From an optimization exercise on the open Yosys and OpenROAD flow, aimed at small area, a short achievable clock period and few clock cycles; shortcuts taken in it are not production practice.
Power and IR drop assume default switching activity.

## the baseline
==> flow/design.v <==
module ALU_add #(
    parameter W = 32,
    parameter L = 24
) (
    input  wire [W-1:0] x,
    input  wire [W-1:0] y,
    input  wire         ci,
    output wire [W-1:0] s,
    output wire         co
);
  wire [L:0] cl;
  wire [W:L] c0, c1;
  wire [W-1:L] s0, s1;
  assign cl[0] = ci;
  genvar i;
  generate
    for (i = 0; i < L; i = i + 1) begin : g_lo
      assign s[i] = x[i] ^ y[i] ^ cl[i];
      assign cl[i+1] = (x[i] & y[i]) | (x[i] & cl[i]) | (y[i] & cl[i]);
    end
    assign c0[L] = 1'b0;
    assign c1[L] = 1'b1;
    for (i = L; i < W; i = i + 1) begin : g_hi
      assign s0[i] = x[i] ^ y[i] ^ c0[i];
      assign c0[i+1] = (x[i] & y[i]) | (x[i] & c0[i]) | (y[i] & c0[i]);
      assign s1[i] = x[i] ^ y[i] ^ c1[i];
      assign c1[i+1] = (x[i] & y[i]) | (x[i] & c1[i]) | (y[i] & c1[i]);
    end
  endgenerate
  assign s[W-1:L] = cl[L] ? s1 : s0;
  assign co = cl[L] ? c1[W] : c0[W];
endmodule
module ALU_bitlen (
    input  wire [31:0] x,
    output reg  [ 5:0] n
);
  integer i;
  always @(*) begin
    n = 6'd0;
    for (i = 0; i < 32; i = i + 1) if (x[i]) n = i + 1;
  end
endmodule
module alu_unit (
    input  wire        clk,
    input  wire        rst,
    input  wire        in_valid,
    output wire        in_ready,
    input  wire [ 4:0] in_op,
    input  wire [31:0] in_a,
    input  wire [31:0] in_b,
    output reg         out_valid,
    output reg  [31:0] out_result,
    output reg         out_exc
);
  reg        rdy;    
  reg        busy;   
  reg        v1;
  reg [ 4:0] op1;
  reg [31:0] a1;
  reg [31:0] b1;
  reg        first;  
  reg [ 4:0] cnt;    
  reg        bprev;  
  assign in_ready = rdy;
  wire acc     = in_valid & ~busy;
  wire in_long = (in_op[4:1] == 4'b0111);   
  wire o_add  = (op1 == 5'b00000);
  wire o_sub  = (op1 == 5'b00001);
  wire o_slt  = (op1 == 5'b00010);
  wire o_sltu = (op1 == 5'b00011);
  wire o_sll  = (op1 == 5'b01000);
  wire o_srl  = (op1 == 5'b01001);
  wire o_sra  = (op1 == 5'b01010);
  reg  c_mul, c_div, c_sub, c_invb, c_nega, c_zeroa, c_ones;
  wire o_mul  = c_mul;
  wire o_div  = c_div;
  wire o_sh   = o_sll | o_srl | o_sra;
  wire [5:0] la, lb;
  ALU_bitlen u_la (.x(a1), .n(la));
  ALU_bitlen u_lb (.x(b1), .n(lb));
  wire       b_zero   = (lb == 6'd0);
  wire [6:0] ldiff    = {1'b0, la} - {1'b0, lb};
  wire       div_triv = b_zero | ldiff[6];   
  wire [4:0] d        = ldiff[4:0];          
  wire        mul_swap = v1 & o_mul & first & ldiff[6] & (ldiff[5:2] != 4'b1111);
  wire        sh_b    = o_div | (o_mul & ~mul_swap);   
  wire        sh_left = o_sll | (o_div & first);
  wire [31:0] sh_in = sh_b ? b1 : a1;
  wire [31:0] sh_hi = sh_left ? {1'b0, sh_in[31:1]} : {32{o_sra & a1[31]}};
  wire [31:0] sh_lo = sh_left ? {sh_in[0], 31'b0} : sh_in;
  wire [ 4:0] sh_amt = o_mul ? (mul_swap ? 5'd0 : 5'd4) : o_div ? (first ? ~d : 5'd1) : (o_sll ? ~b1[4:0] : b1[4:0]);
  wire [62:0] f0 = {sh_hi[30:0], sh_lo};
  wire [46:0] f1 = sh_amt[4] ? f0[62:16] : f0[46:0];
  wire [38:0] f2 = sh_amt[3] ? f1[46:8] : f1[38:0];
  wire [34:0] f3 = sh_amt[2] ? f2[38:4] : f2[34:0];
  wire [32:0] f4 = sh_amt[1] ? f3[34:2] : f3[32:0];
  wire [31:0] sh_res = sh_amt[0] ? f4[32:1] : f4[31:0];
  wire o_and  = (op1 == 5'b00100);
  wire o_nor  = (op1 == 5'b00101);
  wire o_or   = (op1 == 5'b00110);
  wire o_xor  = (op1 == 5'b00111);
  wire o_lui  = (op1 == 5'b01011);
  wire o_andn = (op1 == 5'b01100);
  wire o_orn  = (op1 == 5'b01101);
  wire arith_sub = c_sub;     
  wire inv_b  = c_invb;       
  wire neg_a  = c_nega;       
  wire zero_a = c_zeroa;      
  wire ones_q = c_ones;       
  wire sel_c  = o_and | o_nor | o_andn | o_or | o_orn;
  function [32:0] booth_row;   
    input [31:0] a;
    input [2:0] bits;
    input ones;   
    reg one, two, neg;
    begin
      one = bits[1] ^ bits[0];
      two = (bits == 3'b100) | (bits == 3'b011);
      neg = bits[2] & ~(bits[1] & bits[0]) | (bits == 3'b000) & ones;
      booth_row = {neg, ({32{one}} & a | {32{two}} & {a[30:0], 1'b0}) ^ {32{neg}}};
    end
  endfunction
  wire [ 2:0] r0b = o_mul ? {b1[1:0], bprev & ~first}
                          : (zero_a ? 3'b000 : (neg_a ? 3'b101 : 3'b010));
  wire [ 2:0] r1b = o_mul ? b1[3:1] : 3'b000;
  wire [32:0] r0 = booth_row(a1, r0b, 1'b0);
  wire [32:0] r1 = booth_row(a1, r1b, ones_q);
  wire        n0 = r0[32];
  wire        n1 = r1[32];
  wire [31:0] m_acc = o_mul ? (first ? 32'b0 : out_result) : (b1 ^ {32{inv_b}});
  wire [31:0] m_p = r0[31:0];
  wire [31:0] m_q = {r1[29:0], n1, n1};   
  wire [31:0] csa_s = m_acc ^ m_p ^ m_q;
  wire [31:0] csa_c = (m_acc & m_p) | (m_acc & m_q) | (m_p & m_q);
  wire        mul_last = ((b1[31:4] == 28'b0) & ~b1[3]) | (a1[27:0] == 28'b0);
  wire        mul_next_last = ((b1[31:8] == 24'b0) & ~b1[7]) | (a1[23:0] == 24'b0);
  wire [31:0] sum;
  wire        acout;
  ALU_add #(.W(32), .L(16)) u_add (.x(csa_s), .y({csa_c[30:0], n1}), .ci(o_mul ? n0 : arith_sub),
                                   .s(sum), .co(acout));
  wire        cout = acout | csa_c[31];   
  wire ovf  = (a1[31] ~^ m_acc[31]) & (a1[31] ^ sum[31]);
  wire slt  = (a1[31] & ~b1[31]) | ((a1[31] ~^ b1[31]) & sum[31]);
  wire sltu = ~cout;
  wire q    = cout;   
  wire [31:0] quo = {out_result[30:0], q};
  wire sel_sum = o_add | o_sub | o_mul | o_lui;
  wire sel_b0  = o_slt | o_sltu;
  wire [31:0] lg_res = ({32{sel_c}} & csa_c) | ({32{o_xor}} & csa_s);
  wire [31:0] res_ops = ({32{sel_sum}} & sum) | ({32{o_sh}} & sh_res) | lg_res
                      | {31'b0, sel_b0 & (o_slt ? slt : sltu)};
  wire exc_ops = (o_add | o_sub) & ovf;
  wire mul_go = v1 & o_mul;
  wire div_go = v1 & o_div;
  always @(posedge clk) begin
    if (~busy) begin
      op1     <= in_op;
      c_mul   <= (in_op == 5'b01110);
      c_div   <= (in_op == 5'b01111);
      c_sub   <= (in_op == 5'b00001) | (in_op == 5'b00010) | (in_op == 5'b00011) | (in_op == 5'b01111);
      c_invb  <= (in_op == 5'b00001) | (in_op == 5'b00010) | (in_op == 5'b00011) | (in_op == 5'b01111)
               | (in_op == 5'b00101) | (in_op == 5'b01100) | (in_op == 5'b01101);
      c_nega  <= (in_op == 5'b00101);
      c_zeroa <= (in_op == 5'b01011);
      c_ones  <= (in_op == 5'b00110) | (in_op == 5'b01101);
      a1  <= in_a;
      b1  <= in_b;
    end else begin
      if (o_mul) a1 <= mul_swap ? b1 : {a1[27:0], 4'b0};
      else if (~first & q) a1 <= sum;   
      b1 <= sh_res;   
    end
    first <= ~busy | mul_swap;
    bprev <= b1[3];
    cnt   <= first ? d : cnt - 5'd1;
    if (div_go)
      out_result <= first ? 32'b0 : quo;
    else
      out_result <= res_ops;
    out_exc <= div_go ? first & b_zero : exc_ops;
  end
  always @(posedge clk) begin
    if (rst) begin
      rdy       <= 1'b1;
      busy      <= 1'b0;
      v1        <= 1'b0;
      out_valid <= 1'b0;
    end else begin
      out_valid <= 1'b0;
      v1        <= 1'b0;
      if (mul_swap) begin
        v1 <= 1'b1;
      end else if (mul_go) begin
        if (mul_last) begin
          out_valid <= 1'b1;
          rdy       <= 1'b1;
      busy      <= 1'b0;
        end else begin
          v1 <= 1'b1;
          if (mul_next_last) begin
            rdy  <= 1'b1;
            busy <= 1'b0;
          end
        end
      end else if (div_go) begin
        if (first ? div_triv : cnt == 5'd0) begin
          out_valid <= 1'b1;
          rdy       <= 1'b1;
      busy      <= 1'b0;
        end else begin
          v1 <= 1'b1;
          if (first ? d == 5'd0 : cnt == 5'd1) begin
            rdy  <= 1'b1;
            busy <= 1'b0;
          end
        end
      end else begin
        out_valid <= v1;
      end
      if (acc) begin
        v1  <= 1'b1;
        rdy  <= ~in_long;
        busy <= in_long;
      end
    end
  end
endmodule
clock: 64.0 ns
lec_check: 0
abc_area: 1
cap_margin: 20
core_margin: 2
core_utilization: 40
cts_buf_list: sky130_fd_sc_hd__clkbuf_8
cts_cluster_diameter: 100
cts_cluster_size: 40
place_density: 0.6
slew_margin: 20
standard.sh (not shown) runs the stock make flow with config.mk's settings and CLKGATE_MAP_FILE= SYNTH_SCRIPT=/design/flow/synth_recipe.tcl, a recipe that flattens the netlist after the stock synthesis.
==> flow/flow/run.sh <==
#!/bin/bash
set -e
export BUFFER_PORTS_ARGS="-buffer_cell sky130_fd_sc_hd__buf_1"
cp standard.sh standard.sh.copy.txt
bash standard.sh > standard.log 2>&1
Setup changes, the baseline to the candidate
-- flow/design.v --
<<< the baseline, line 121
    end
  endfunction
  wire [ 2:0] r0b = o_mul ? {b1[1:0], bprev & ~first}
                          : (zero_a ? 3'b000 : (neg_a ? 3'b101 : 3'b010));
  wire [ 2:0] r1b = o_mul ? b1[3:1] : 3'b000;
>>> the candidate, line 121
    end
  endfunction
  wire [ 2:0] r0b = o_mul ? {b1[1:0], bprev}
                          : (zero_a ? 3'b000 : (neg_a ? 3'b101 : 3'b010));
  wire [ 2:0] r1b = o_mul ? b1[3:1] : 3'b000;
<<< the baseline, line 172
    end
    first <= ~busy | mul_swap;
    bprev <= b1[3];
    cnt   <= first ? d : cnt - 5'd1;
    if (div_go)
>>> the candidate, line 172
    end
    first <= ~busy | mul_swap;
    bprev <= ~busy | mul_swap ? 1'b0 : b1[3];   
    cnt   <= first ? d : cnt - 5'd1;
    if (div_go)
Notes after the runs:
Area of the die ended up about 0.9% higher on the candidate than on the baseline.
Between the candidate and the baseline, the difference in clock network power share is negligible.
Clock power delta (the candidate − the baseline): unfavourable
For the baseline, the combinational family with the most area after synthesis was compound AO/OA/AOI/OAI gates, unlike the candidate, where it was simple AND/OR/NAND/NOR gates.
Looking at worst reg2reg path depth, the candidate sits 1 below the baseline.
The layout-stage area growth over the synthesis result of the candidate falls short of that of the baseline by 0.19 points.
Function was not checked in any run of this note: the RTL went through the layout flow alone.

==> re-timing with driven ports <==
The flow's constraints put no driver on any port. The routed layouts listed below were extracted and timed again, unchanged, in two steps. Step 1 sets driving cells, clkbuf_16 on the clock port and buf_2 on the other inputs (assumed; they add their load-dependent delay and slew). Step 2, shift: input delay + t, output delay - t, t = (earliest + latest rising clock arrival at the registers) / 2. This alone moves slack from input paths to output paths. Slacks: no drivers / after step 1 / after step 2; pairs: no drivers / after step 1.
run | shift t [ns] | setup slack, ns | hold slack, ns | worst setup path after step 2 | pins driven straight from the clock port
the baseline | 0.538 | 49.922 / 49.922 / 49.922 | 0.479 / 0.479 / 0.479 | register to register | 1
the candidate | 0.532 | 49.593 / 49.593 / 49.477 | 0.483 / 0.483 / 0.483 | input to register | 1
After both steps every run listed still meets setup and hold. For the candidate, which loses most, drivers alone change the setup slack by 0.000 ns; drivers and shift together by -0.116 ns.
